Context: an optimization exercise on an open-source flow, tuned for small area and a short achievable clock period. The choices shown serve that exercise and are no tape-out recipe. In this exercise RTL edits were held to simulation tests only and were not proved equivalent to the original. The clock input has no modelled driver; a real chip could not lean on it and would need a root buffer or a full tree. Power is estimated from default activity; no workload was simulated.

==> flow/design.v (excerpt) <==
module matrix_alu (
    input  wire         clk,
    input  wire         resetn,
    input  wire [31:0]  A,
    input  wire [31:0]  B,
    input  wire [1:0]   op,
    output wire [127:0] C
);
    reg        as_q, sub_q, mul_q, kro_q;
    always @(posedge clk or negedge resetn) begin
        if (!resetn) begin
            as_q  <= 1'b0;
            sub_q <= 1'b0;
            mul_q <= 1'b0;
            kro_q <= 1'b0;
        end else begin
            as_q  <= ~op[1];
            sub_q <= (op == 2'b01);
            mul_q <= (op == 2'b10);
            kro_q <= (op == 2'b11);
        end
    end
    wire [31:0] bx = (op == 2'b01) ? ~B : B;
    reg [7:0] a_q [0:3];
    reg [7:0] t_q [0:3];
    reg [3:0] d1_q [0:3], d2_q [0:3], d3_q [0:3];
    genvar gi, gk;
    generate
        for (gi = 0; gi < 4; gi = gi + 1) begin : g_in
            wire [7:0] ai = A[31-8*gi -: 8];
            wire [7:0] bi = bx[31-8*gi -: 8];
            always @(posedge clk) begin
                a_q[gi] <= ai;
                t_q[gi] <= ai + {ai[6:0], 1'b0};
            end
            for (gk = 0; gk < 4; gk = gk + 1) begin : g_dig
                always @(posedge clk) begin
                    d1_q[gi][gk] <= (bi[2*gk+1 -: 2] == 2'd1);
                    d2_q[gi][gk] <= (bi[2*gk+1 -: 2] == 2'd2);
                    d3_q[gi][gk] <= (bi[2*gk+1 -: 2] == 2'd3);
                end
            end
        end
    endgenerate
    wire [7:0] a0 = a_q[0], a1 = a_q[1], a2 = a_q[2], a3 = a_q[3];
    wire [7:0] t0 = t_q[0], t1 = t_q[1], t2 = t_q[2], t3 = t_q[3];
    wire [3:0] d1_0 = d1_q[0], d1_1 = d1_q[1], d1_2 = d1_q[2], d1_3 = d1_q[3];
    wire [3:0] d2_0 = d2_q[0], d2_1 = d2_q[1], d2_2 = d2_q[2], d2_3 = d2_q[3];
    wire [3:0] d3_0 = d3_q[0], d3_1 = d3_q[1], d3_2 = d3_q[2], d3_3 = d3_q[3];
    wire [7:0] b0, b1, b2, b3;
    generate
        for (gk = 0; gk < 4; gk = gk + 1) begin : g_b
            assign b0[2*gk] = d1_0[gk] | d3_0[gk];  assign b0[2*gk+1] = d2_0[gk] | d3_0[gk];
            assign b1[2*gk] = d1_1[gk] | d3_1[gk];  assign b1[2*gk+1] = d2_1[gk] | d3_1[gk];
            assign b2[2*gk] = d1_2[gk] | d3_2[gk];  assign b2[2*gk+1] = d2_2[gk] | d3_2[gk];
            assign b3[2*gk] = d1_3[gk] | d3_3[gk];  assign b3[2*gk+1] = d2_3[gk] | d3_3[gk];
        end
    endgenerate
    wire m00_pp0_0;
    wire m00_u0_0;
  ...
For scale: roughly 1700 cells after synthesis, roughly 110 flip-flops, about 200 I/O pins, ~0.014 mm² of cells after synthesis.
clock: 6.5 ns
lec_check: 0
cap_margin: 20
core_margin: 2
core_utilization: 40
setup_slack_margin: 0.7
slew_margin: 20
synth_hierarchical: 1
synth_minimum_keep_size: 0
standard.sh (not shown) runs the stock make flow with config.mk's settings and CLKGATE_MAP_FILE= SYNTH_SCRIPT=/design/flow/synth_recipe.tcl, a recipe that flattens the netlist after the stock synthesis.
==> flow/flow/run.sh <==
#!/bin/bash
# Own layout flow: the standard ORFS flow (standard synthesis unchanged),
# with small, fast port buffers (buf_2 instead of the default delay buffer).
set -euo pipefail
bash standard.sh BUFFER_PORTS_ARGS="-buffer_cell sky130_fd_sc_hd__buf_2" finish > orfs_flow.log 2>&1
Change:
- SETUP_SLACK_MARGIN: 0.7 -> 1.0
Power rises by about 0.7%.
Fmax rises by about 6%.
Wire length rises by 0.38%.
Core utilization rises by 0.63 points.
Worst hold slack barely changes.
Clock power hardly moves.


## run 1
Starting RTL as in the previous note.
==> flow/config.mk <==
export PLATFORM = sky130hd
export DESIGN_NAME = matrix_alu
export DESIGN_NICKNAME = matrix_alu
export VERILOG_FILES = /design/flow/design.v
export SDC_FILE = /design/flow/constraint.sdc
export NUM_CORES = 4
export LEC_CHECK = 0
export CAP_MARGIN = 20
export CORE_MARGIN = 2
export CORE_UTILIZATION = 65
export SETUP_SLACK_MARGIN = 1.6
export SLEW_MARGIN = 20
export SYNTH_HIERARCHICAL = 1
export SYNTH_MINIMUM_KEEP_SIZE = 0
==> flow/constraint.sdc <==
create_clock -name core_clock -period 6.5 [get_ports {clk}]
set_input_delay 1.3000 -clock core_clock [delete_from_list [all_inputs] [get_ports {clk}]]
set_output_delay 1.3000 -clock core_clock [all_outputs]
set_load 0.01 [all_outputs]
==> flow/flow/run.sh <==
#!/bin/bash
# Own layout flow: the standard ORFS flow (standard synthesis unchanged),
# with small, fast port buffers (buf_2 instead of the default delay buffer),
# after CTS a one-level clock tree (flow/clock_tree.tcl), and clock nets
# routed on met3 and up.
set -euo pipefail
bash standard.sh BUFFER_PORTS_ARGS="-buffer_cell sky130_fd_sc_hd__buf_2" \
  POST_CTS_TCL="$PWD/flow/clock_tree.tcl" MIN_CLK_ROUTING_LAYER=met3 \
  finish > orfs_flow.log 2>&1
==> flow/flow/clock_tree.tcl <==
# POST_CTS hook: replace the clock tree that CTS built with a single level of
# buffers: the clock port drives NBUF clkbuf_16 cells, each placed at the
# centre of its group of registers and driving that group directly. Every
# register gets the same one-buffer clock path, so the tree adds less
# insertion delay than the two-level tree.
set nbuf 4
if { [info exists ::env(CLK_NBUF)] } { set nbuf $::env(CLK_NBUF) }
set levels 1
if { [info exists ::env(CLK_LEVELS)] } { set levels $::env(CLK_LEVELS) }
set block [ord::get_db_block]
set clk_port_net [[$block findBTerm clk] getNet]

# registers: every instance with a CLK pin
set sinks {}
foreach inst [$block getInsts] {
  set it [$inst findITerm CLK]
  if { $it != "NULL" && $it != "" } { lappend sinks $it }
}
# old tree: clock nets other than the port net, and the cells driving them
set old_insts {}
set old_nets {}
foreach net [$block getNets] {
  if { [$net getSigType] != "CLOCK" } { continue }
  if { $net == $clk_port_net } { continue }
  lappend old_nets $net
}
foreach net $old_nets {
  foreach it [$net getITerms] {
    set inst [$it getInst]
    if { [[$inst getMaster] getName] ne "" && [$inst findITerm CLK] == "NULL" } {
      if { [lsearch $old_insts $inst] < 0 } { lappend old_insts $inst }
    }
  }
}
foreach it [$clk_port_net getITerms] {
  set inst [$it getInst]
  if { [$inst findITerm CLK] == "NULL" && [lsearch $old_insts $inst] < 0 } { lappend old_insts $inst }
}
puts "clock_tree: [llength $sinks] registers, removing [llength $old_insts] cells and [llength $old_nets] nets"
foreach it $sinks { $it disconnect }
foreach inst $old_insts { odb::dbInst_destroy $inst }
foreach net $old_nets { odb::dbNet_destroy $net }

# group registers by x into nbuf equal slices, sorted by x then y
set pts {}
foreach it $sinks {
  set bb [[$it getInst] getBBox]
  lappend pts [list [expr {([$bb xMin] + [$bb xMax]) / 2}] [expr {([$bb yMin] + [$bb yMax]) / 2}] $it]
}
# recursive bisection: split each group in half along its wider side
proc split_groups { pts parts } {
  if { $parts <= 1 } { return [list $pts] }
  set xs {}; set ys {}
  foreach p $pts { lappend xs [lindex $p 0]; lappend ys [lindex $p 1] }
  set xs [lsort -integer $xs]; set ys [lsort -integer $ys]
  set dx [expr { [lindex $xs end] - [lindex $xs 0] }]
  set dy [expr { [lindex $ys end] - [lindex $ys 0] }]
  set idx [expr { $dx >= $dy ? 0 : 1 }]
  set pts [lsort -integer -index $idx $pts]
  set h [expr { [llength $pts] / 2 }]
  set k [expr { $parts / 2 }]
  return [concat [split_groups [lrange $pts 0 [expr {$h - 1}]] $k] \
                 [split_groups [lrange $pts $h end] $k]]
}
set groups [split_groups $pts $nbuf]
set master [[ord::get_db] findMaster sky130_fd_sc_hd__clkbuf_16]
# nleaf groups of registers, each driven by a leaf buffer at its centre;
# with two levels, the port drives nbuf buffers that each drive
# nleaf/nbuf leaf buffers
set nleaf [expr { $nbuf * $levels }]
set groups [split_groups $pts $nleaf]
set leaves {}
set g 0
foreach grp $groups {
  set sx 0; set sy 0
  foreach p $grp { incr sx [lindex $p 0]; incr sy [lindex $p 1] }
  set cx [expr { $sx / [llength $grp] }]
  set cy [expr { $sy / [llength $grp] }]
  set inst [odb::dbInst_create $block $master clkbuf_leaf_$g]
  $inst setLocation $cx $cy
  $inst setPlacementStatus PLACED
  set net [odb::dbNet_create $block clknet_leaf_$g]
  $net setSigType CLOCK
  [$inst findITerm X] connect $net
  foreach p $grp { [lindex $p 2] connect $net }
  lappend leaves [list $cx $cy $inst]
  incr g
}
if { $levels == 1 } {
  foreach l $leaves { [[lindex $l 2] findITerm A] connect $clk_port_net }
} else {
  set g 0
  foreach grp [split_groups $leaves $nbuf] {
    set sx 0; set sy 0
    foreach p $grp { incr sx [lindex $p 0]; incr sy [lindex $p 1] }
    set inst [odb::dbInst_create $block $master clkbuf_root_$g]
    $inst setLocation [expr { $sx / [llength $grp] }] [expr { $sy / [llength $grp] }]
    $inst setPlacementStatus PLACED
    set net [odb::dbNet_create $block clknet_root_$g]
    $net setSigType CLOCK
    [$inst findITerm A] connect $clk_port_net
    [$inst findITerm X] connect $net
    foreach p $grp { [[lindex $p 2] findITerm A] connect $net }
    incr g
  }
}
detailed_placement
check_placement -verbose
estimate_parasitics -placement
global_connect
report_clock_skew
report_worst_slack
report_check_types -max_slew -max_capacitance
Here is what was changed in the inputs of run 2 compared with run 1.
diff --git a/flow/flow/run.sh b/flow/flow/run.sh
--- a/flow/flow/run.sh
+++ b/flow/flow/run.sh
@@ -3,5 +3,6 @@
 # with small, fast port buffers (buf_2 instead of the default delay buffer),
-# after CTS a one-level clock tree (flow/clock_tree.tcl), and clock nets
-# routed on met3 and up.
+# after CTS a two-level clock tree of 4 root and 8 leaf buffers
+# (flow/clock_tree.tcl), and clock nets routed on met3 and up.
 set -euo pipefail
+export CLK_NBUF=4 CLK_LEVELS=2
 bash standard.sh BUFFER_PORTS_ARGS="-buffer_cell sky130_fd_sc_hd__buf_2" \
diff --git a/flow/config.mk b/flow/config.mk
--- a/flow/config.mk
+++ b/flow/config.mk
@@ -10,3 +10,3 @@
 export CORE_UTILIZATION = 65
-export SETUP_SLACK_MARGIN = 1.6
+export SETUP_SLACK_MARGIN = 1.0
 export SLEW_MARGIN = 20
Results
Having completed the whole flow, run 2 delivered a layout that passed the timing, DRC and antenna checks.
Changes observed in run 2 relative to run 1: global-route usage fell by 2.9 points, multi-input gate share of total cell area saw an increase, final period demand of the worst path +0.35 ns, number of inserted diodes shrank by 1.
Proportion of power drawn by the clock network for run 2: 6.9 points up relative to run 1
Input-level comparison between run 3 and run 2:
==> flow/flow/run.sh <==
#!/bin/bash
# Own layout flow: the standard ORFS flow (standard synthesis unchanged),
# with small, fast port buffers (buf_2 instead of the default delay buffer),
# after CTS a one-level clock tree (flow/clock_tree.tcl), and clock nets
# routed on met3 and up.
set -euo pipefail
bash standard.sh BUFFER_PORTS_ARGS="-buffer_cell sky130_fd_sc_hd__buf_2" \
  POST_CTS_TCL="$PWD/flow/clock_tree.tcl" MIN_CLK_ROUTING_LAYER=met3 \
  finish > orfs_flow.log 2>&1
diff --git a/flow/config.mk b/flow/config.mk
--- a/flow/config.mk
+++ b/flow/config.mk
@@ -10,3 +10,3 @@
 export CORE_UTILIZATION = 65
-export SETUP_SLACK_MARGIN = 1.0
+export SETUP_SLACK_MARGIN = 1.2
 export SLEW_MARGIN = 20
In the reports for run 3 and run 2, the larger sequential cell area in the final layout belongs to run 3. Against run 2 as the reference, run 3 delivers a lower via count of the first global-routing pass. | routed wire length | run 3 vs run 2 | better |. Run 3 ends up with a global-route wire length before repair that is about 0.6% lower than in run 2. Sequential group share of total power: run 3 higher than run 2. For run 3, the master of the slowest instance on the critical path was sky130_fd_sc_hd__fa_1, unlike run 2, where it was sky130_fd_sc_hd__dfxtp_1. Met3 wire length: run 3 < run 2. Share of the final layout cell area in sequential cells was higher in the run labelled run 3. In run 3 the global-route usage turned out 0.32 points lower than in run 2.
--- input diff run 3..run 4 ---
diff --git a/flow/config.mk b/flow/config.mk
--- a/flow/config.mk
+++ b/flow/config.mk
@@ -10,3 +10,3 @@
 export CORE_UTILIZATION = 65
-export SETUP_SLACK_MARGIN = 1.2
+export SETUP_SLACK_MARGIN = 1.4
 export SLEW_MARGIN = 20
- | static leakage | run 4 vs run 3 | worse |
- Against run 3, run 4 comes in 0.38 points lower on sequential share of layout area.
- Measured against each other, run 4 and run 3 differ in via count of the first global-routing pass, the higher figure coming from run 4.
- Summary of run 4 over run 3: maximum net fanout on the critical path -7, number of vias per cell after detailed routing saw an increase, design internal power picked up an extra about 6%.
- [diff] maximum clock frequency, run 4 relative to run 3: improvement
- On wire length of the first global-routing pass, run 3 beats run 4.
- Final critical-path share of the clock period (run 4 over run 3): decrease, 1.3 points
--- input diff run 4..run 5 ---
diff --git a/flow/flow/clock_tree.tcl b/flow/flow/clock_tree.tcl
--- a/flow/flow/clock_tree.tcl
+++ b/flow/flow/clock_tree.tcl
@@ -7,4 +7,2 @@
 if { [info exists ::env(CLK_NBUF)] } { set nbuf $::env(CLK_NBUF) }
-set levels 1
-if { [info exists ::env(CLK_LEVELS)] } { set levels $::env(CLK_LEVELS) }
 set block [ord::get_db_block]
@@ -66,8 +64,2 @@
 set master [[ord::get_db] findMaster sky130_fd_sc_hd__clkbuf_16]
-# nleaf groups of registers, each driven by a leaf buffer at its centre;
-# with two levels, the port drives nbuf buffers that each drive
-# nleaf/nbuf leaf buffers
-set nleaf [expr { $nbuf * $levels }]
-set groups [split_groups $pts $nleaf]
-set leaves {}
 set g 0
@@ -78,29 +70,11 @@
   set cy [expr { $sy / [llength $grp] }]
-  set inst [odb::dbInst_create $block $master clkbuf_leaf_$g]
+  set inst [odb::dbInst_create $block $master clkbuf_one_$g]
   $inst setLocation $cx $cy
   $inst setPlacementStatus PLACED
-  set net [odb::dbNet_create $block clknet_leaf_$g]
+  set net [odb::dbNet_create $block clknet_one_$g]
   $net setSigType CLOCK
+  [$inst findITerm A] connect $clk_port_net
   [$inst findITerm X] connect $net
   foreach p $grp { [lindex $p 2] connect $net }
-  lappend leaves [list $cx $cy $inst]
   incr g
-}
-if { $levels == 1 } {
-  foreach l $leaves { [[lindex $l 2] findITerm A] connect $clk_port_net }
-} else {
-  set g 0
-  foreach grp [split_groups $leaves $nbuf] {
-    set sx 0; set sy 0
-    foreach p $grp { incr sx [lindex $p 0]; incr sy [lindex $p 1] }
-    set inst [odb::dbInst_create $block $master clkbuf_root_$g]
-    $inst setLocation [expr { $sx / [llength $grp] }] [expr { $sy / [llength $grp] }]
-    $inst setPlacementStatus PLACED
-    set net [odb::dbNet_create $block clknet_root_$g]
-    $net setSigType CLOCK
-    [$inst findITerm A] connect $clk_port_net
-    [$inst findITerm X] connect $net
-    foreach p $grp { [[lindex $p 2] findITerm A] connect $net }
-    incr g
-  }
 }
diff --git a/flow/config.mk b/flow/config.mk
--- a/flow/config.mk
+++ b/flow/config.mk
@@ -9,4 +9,4 @@
 export CORE_MARGIN = 2
-export CORE_UTILIZATION = 65
-export SETUP_SLACK_MARGIN = 1.4
+export CORE_UTILIZATION = 55
+export SETUP_SLACK_MARGIN = 1.0
 export SLEW_MARGIN = 20
Notes after the runs:
- Against run 4 as the reference, run 5 delivers a lower global-route usage.
- Switching fraction of total power: run 4 vs run 5, no meaningful difference
- Of run 4 and run 5, the run reporting the higher total met3 wirelength after detailed routing was run 4.
- Clock power share: run 5 vs run 4 up 0.6 points
- Routed wire length came out lower on run 5 than on run 4.
- The cell count reported for run 5 is smaller than that of run 4 by 0.84%.
#### Input delta (run 6 over run 5)
diff --git a/flow/flow/run.sh b/flow/flow/run.sh
--- a/flow/flow/run.sh
+++ b/flow/flow/run.sh
@@ -3,5 +3,6 @@
 # with small, fast port buffers (buf_2 instead of the default delay buffer),
-# after CTS a one-level clock tree (flow/clock_tree.tcl), and clock nets
-# routed on met3 and up.
+# after CTS a two-level clock tree of 4 root and 8 leaf buffers
+# (flow/clock_tree.tcl), and clock nets routed on met3 and up.
 set -euo pipefail
+export CLK_NBUF=4 CLK_LEVELS=2
 bash standard.sh BUFFER_PORTS_ARGS="-buffer_cell sky130_fd_sc_hd__buf_2" \
diff --git a/flow/flow/clock_tree.tcl b/flow/flow/clock_tree.tcl
--- a/flow/flow/clock_tree.tcl
+++ b/flow/flow/clock_tree.tcl
@@ -7,2 +7,4 @@
 if { [info exists ::env(CLK_NBUF)] } { set nbuf $::env(CLK_NBUF) }
+set levels 1
+if { [info exists ::env(CLK_LEVELS)] } { set levels $::env(CLK_LEVELS) }
 set block [ord::get_db_block]
@@ -64,2 +66,8 @@
 set master [[ord::get_db] findMaster sky130_fd_sc_hd__clkbuf_16]
+# nleaf groups of registers, each driven by a leaf buffer at its centre;
+# with two levels, the port drives nbuf buffers that each drive
+# nleaf/nbuf leaf buffers
+set nleaf [expr { $nbuf * $levels }]
+set groups [split_groups $pts $nleaf]
+set leaves {}
 set g 0
@@ -70,11 +78,29 @@
   set cy [expr { $sy / [llength $grp] }]
-  set inst [odb::dbInst_create $block $master clkbuf_one_$g]
+  set inst [odb::dbInst_create $block $master clkbuf_leaf_$g]
   $inst setLocation $cx $cy
   $inst setPlacementStatus PLACED
-  set net [odb::dbNet_create $block clknet_one_$g]
+  set net [odb::dbNet_create $block clknet_leaf_$g]
   $net setSigType CLOCK
-  [$inst findITerm A] connect $clk_port_net
   [$inst findITerm X] connect $net
   foreach p $grp { [lindex $p 2] connect $net }
+  lappend leaves [list $cx $cy $inst]
   incr g
+}
+if { $levels == 1 } {
+  foreach l $leaves { [[lindex $l 2] findITerm A] connect $clk_port_net }
+} else {
+  set g 0
+  foreach grp [split_groups $leaves $nbuf] {
+    set sx 0; set sy 0
+    foreach p $grp { incr sx [lindex $p 0]; incr sy [lindex $p 1] }
+    set inst [odb::dbInst_create $block $master clkbuf_root_$g]
+    $inst setLocation [expr { $sx / [llength $grp] }] [expr { $sy / [llength $grp] }]
+    $inst setPlacementStatus PLACED
+    set net [odb::dbNet_create $block clknet_root_$g]
+    $net setSigType CLOCK
+    [$inst findITerm A] connect $clk_port_net
+    [$inst findITerm X] connect $net
+    foreach p $grp { [[lindex $p 2] findITerm A] connect $net }
+    incr g
+  }
 }
==> summary.txt <==
Total met3 wirelength after detailed routing in run 6 vs run 5: up about 3%
Portion of total power attributed to the clock network: lower on run 5
Run 6 against run 5; peak supply drop is down by more than 10%.
Between run 5 and run 6, the difference in pin count of the biggest net entering global routing is negligible.
Run 5 was smaller in final cell area than run 6.
The net switching power of run 6 was inferior to that of run 5.
Comparing growth of design area from synthesis to finish for run 5 and run 6, the bigger number came from run 6.
Of the two candidates, run 5 has the better total number of vias and run 6 the worse one.
No run of this note takes its clock network from TritonCTS; it comes from the design's own scripts or RTL.

[port drivers added, routing unchanged]
No port has a modelled driver above. Below, the same layouts with a new extraction and two added sets of constraints. Step 1 (the two cells are an assumption about what drives the block):
set clk [get_ports {clk}]
set_driving_cell -lib_cell sky130_fd_sc_hd__clkbuf_16 $clk
set_driving_cell -lib_cell sky130_fd_sc_hd__buf_2 [delete_from_list [all_inputs] $clk]
Step 2, shift: input delay + t, output delay - t, t = (earliest + latest rising clock arrival at the registers) / 2. This alone moves slack from input paths to output paths. Slacks: no drivers / after step 1 / after step 2; pairs: no drivers / after step 1.
| run | t, ns | setup WS [ns] | worst setup path at the end | latest minus earliest clock arrival (ns) | slew at the worst register clock pin (ns) |
|---|---|---|---|---|---|
| the first run of note 1 | 0.429 | 0.714 / 0.662 / 1.091 | register to output | 0.019 / 0.020 | 0.10 / 0.10 |
| the second run of note 1 | 0.427 | 1.040 / 0.988 / 1.416 | register to output | 0.022 / 0.021 | 0.10 / 0.10 |
| run 1 | 0.270 | 1.427 / 1.328 / 1.598 | register to output | 0.025 / 0.025 | 0.12 / 0.12 |
| run 2 | 0.374 | 1.079 / 0.978 / 1.352 | register to output | 0.038 / 0.038 | 0.08 / 0.08 |
| run 3 | 0.268 | 1.317 / 1.217 / 1.484 | register to output | 0.023 / 0.023 | 0.12 / 0.12 |
| run 4 | 0.274 | 1.402 / 1.298 / 1.573 | register to output | 0.025 / 0.025 | 0.12 / 0.12 |
| run 5 | 0.273 | 1.121 / 1.019 / 1.292 | register to output | 0.028 / 0.028 | 0.12 / 0.12 |
| run 6 | 0.379 | 1.066 / 0.962 / 1.341 | register to output | 0.044 / 0.044 | 0.08 / 0.08 |
After both steps every run listed still meets setup and hold.
